This design comes from an exercise in tuning for small area, a short achievable clock period and few clock cycles on the open sky130 flow, not from production work. Where RTL was checked, it was by simulation tests only, not by an equivalence proof against the original.

Setup of run A:
// HLSM34
module HLSM34 (Clk, Rst, Start, Done, a, b, c, d, zero, z);
	input Clk, Rst, Start;
	output reg Done;
	input [63:0] a;
	input [63:0] b;
	input [63:0] c;
	input [63:0] d;
	input [63:0] zero;
	output [63:0] z;
	localparam M  = 8;               
	localparam QW = 64 + 2*M;        
	localparam CW = 3;  
	localparam SW = 4;     
	reg          busy;               
	reg          ph;                 
	reg          first;              
	reg          okr;                
	reg [CW-1:0] cnt;                
	reg [SW-1:0] shr;                
	reg [67:0]   ws, wc;             
	reg [63:0]   B;                  
	reg [QW-1:0] Q;                  
	assign z = Q[63:0];
	reg [63:0] Bn;
	reg [5:0]  s;
	integer l;
	always @(*) begin
		Bn = B;
		for (l = 5; l >= 0; l = l - 1) begin
			s[l] = ~|(Bn >> (64 - (1 << l)));
			if (s[l]) Bn = Bn << (1 << l);
		end
	end
	wire [6:0]    nmin = ({1'b0, s} + 7'd3) >> 1;                 
	wire [CW-1:0] cf   = (nmin + M - 1) / M;               
	wire [7:0]    shf  = 2 * M * cf - 2 - s;
	wire [CW-1:0] cur  = first ? cf - 1'b1 : cnt;
	wire [SW-1:0] shc  = first ? shf[SW-1:0] : shr;
	wire          last = (cur == 0);
	reg lt2;
	integer k;
	always @(*) begin
		lt2 = 1'b0;
		for (k = 1; k <= 64; k = k + 1)
			lt2 = (B[k-1] & wc[k]) | (B[k-1] & lt2) | (wc[k] & lt2);
	end
	wire okc = lt2;
	wire ok  = first ? okc : okr;
	wire [69:0] D1 = {3'b000, Bn, 3'b000};    
	wire [69:0] D2 = {2'b00, Bn, 4'b0000};    
	wire [2:0]  dh = Bn[62:60];
	wire [67:0] rs [0:M];
	wire [67:0] rc [0:M];
	wire [2*M-1:0] P, N;
	assign rs[0] = ws;
	assign rc[0] = wc;
	genvar i;
	generate
		for (i = 0; i < M; i = i + 1) begin : stage
			wire [69:0] ys = {rs[i], 2'b00};
			wire [69:0] yc = {rc[i], 2'b00};
			wire signed [6:0] est = ys[69:63] + yc[69:63];
			reg signed [6:0] m2, m1, m0, mn1;
			always @(*) begin
				case (dh)
  ...
For scale: roughly 5400 cells after synthesis, ~280 flip-flops, about 390 I/O pins, about 0.046 mm^2 of cells after synthesis.
clock: 300.0 ns
lec_check: 0
cap_margin: 20
core_margin: 2
core_utilization: 55
setup_slack_margin: 5
slew_margin: 20
synth_hierarchical: 1
synth_minimum_keep_size: 0
standard.sh (not shown) runs the stock make flow with config.mk's settings and CLKGATE_MAP_FILE= SYNTH_SCRIPT=/design/flow/synth_recipe.tcl, a recipe that flattens the netlist after the stock synthesis.
==> flow/flow/run.sh <==
#!/bin/bash
# Layout flow: the standard flow, except that
#  - synthesis maps the logic with an area-oriented ABC script
#    (flow/abc_area.script) instead of ORFS's delay-oriented one;
#    everything else in synthesis (registers included) is unchanged;
#  - the port buffers are buf_1 cells.
# Each step's full output goes to its own log file in this folder.
set -euo pipefail
rm -rf scripts
mkdir scripts
cp -r "$FLOW_HOME/scripts/." scripts/
cp flow/abc_area.script scripts/abc_speed.script
bash standard.sh SCRIPTS_DIR="$PWD/scripts" synth > synth.log 2>&1
bash standard.sh "BUFFER_PORTS_ARGS=-buffer_cell sky130_fd_sc_hd__buf_1" finish > layout.log 2>&1
==> flow/flow/abc_area.script <==
&get -n
&st
&dch
&nf -a
&put
buffer -c
topo
stime -c
upsize -c
dnsize -c
&get -n
&st
&dch
&nf -a
&put
buffer -c
topo
stime -c
upsize -c
dnsize -c
Every stage of the flow completed for run A, and the final layout passed the timing, DRC and antenna checks.
Testbench counts of run A, summed over its fixed seeds: cycles 35,184.
Setup changes, run A to run C
--- a/flow/design.v
+++ b/flow/design.v
@@ -42,14 +42,21 @@
 	integer k;
 	always @(*) begin
 		lt2 = 1'b0;
 		for (k = 1; k <= 64; k = k + 1)
 			lt2 = (B[k-1] & wc[k]) | (B[k-1] & lt2) | (wc[k] & lt2);
 	end
 	wire okc = lt2;
+	reg [63:0] tzm;
+	integer kz;
+	always @(*) begin
+		tzm[0] = ~B[0];
+		for (kz = 1; kz < 64; kz = kz + 1) tzm[kz] = tzm[kz-1] & ~B[kz];
+	end
+	wire tzok = ~|(~(ws[64:1] ^ wc[64:1]) & tzm);
 	wire ok  = first ? okc : okr;
 	wire [69:0] D1 = {3'b000, Bn, 3'b000};    
 	wire [69:0] D2 = {2'b00, Bn, 4'b0000};    
 	wire [2:0]  dh = Bn[62:60];
 	wire [67:0] rs [0:M];
 	wire [67:0] rc [0:M];
 	wire [2*M-1:0] P, N;
@@ -155,15 +162,15 @@
 	wire [QW-1:0] Qn = {Qh, V};
 	wire [SW-1:0] sa = last ? shc : {SW{1'b0}};
 	wire [QW-1:0] Qr = Qn >> sa;
 	wire [QW-1:0] Qs = {Qn[QW-1:64], Qr[63:0]};
 	wire [2*M-1:0] lowmask = ~({2*M{1'b1}} << shc);
 	wire          lowz = ~|(V & lowmask);
 	wire          eq  = wzero & lowz & ok & ~Qh[HW-1];    
-	wire skip = first & ~ph & ~okc;          
+	wire skip = first & ~ph & ~(okc & tzok);          
 	wire tocd = ~ph & (skip | (last & ~eq));
 	wire early = (|zero[63:60]) & ~(|b[63:60]);
 	wire [7:0] ldg;
 	genvar gi;
 	generate
 		for (gi = 0; gi < 8; gi = gi + 1) begin : ldsel
 			ld_sel u_ld (.zhi(zero[63:60]), .bhi(b[63:60]), .busy(busy), .tocd(tocd), .ldcd(ldg[gi]));
Layout multi-input combinational cell count (run C over run A): increase, 108. | clock edge transition at the registers on the reported setup and hold paths | run A vs run C | ≈ equal |. b[61] as the startpoint of the worst setup timing path was reported by run C, and b[60] by run A. Taking run A as the reference, in run C overall via count from detail_route +301, period utilization ~0 delta, final hold slack -12 ps. Multi-input logic portion of the cell area, run A and run C, lower one = run A. Going from run A to run C, first-pass GRT wire length lost 2.7%, ratio of cells with drive above 1 in the final layout lost 0.41 points. Taking run A as the reference, in run C post-route non-filler standard cell count picked up an extra 184; fmax held steady. Run C: post-route worst setup slack 110 ps below run A.
Only the layout flow was run in run C; the RTL was not checked for function there.

-- static timing again, ports no longer ideal --
No port has a modelled driver above. Below, the same layouts with a new extraction and two added sets of constraints. Step 1 (the two cells are an assumption about what drives the block):
set clk [get_ports {Clk}]
set_driving_cell -lib_cell sky130_fd_sc_hd__clkbuf_16 $clk
set_driving_cell -lib_cell sky130_fd_sc_hd__buf_2 [delete_from_list [all_inputs] $clk]
Step 2 moves the port delays by t, midway between the first and last clock arrival at a register: inputs arrive t later, outputs are due t later. That takes back most of the time a late clock gives input paths. Three values: ideal, step 1, step 2; two values: the first two.
run | t, ns | setup slack, ns | hold WS [ns] | worst slew at a driven data input, ns
run A | 0.660 | 238.669 / 238.686 / 238.064 | 0.451 / 0.451 / 0.451 | 0.10
run C | 0.642 | 238.558 / 238.598 / 237.956 | 0.439 / 0.439 / 0.439 | 0.12
After both steps setup and hold are still met in every run listed. The setup slack of run A, which loses most, moves by +0.017 ns with the drivers and by -0.605 ns with both steps.
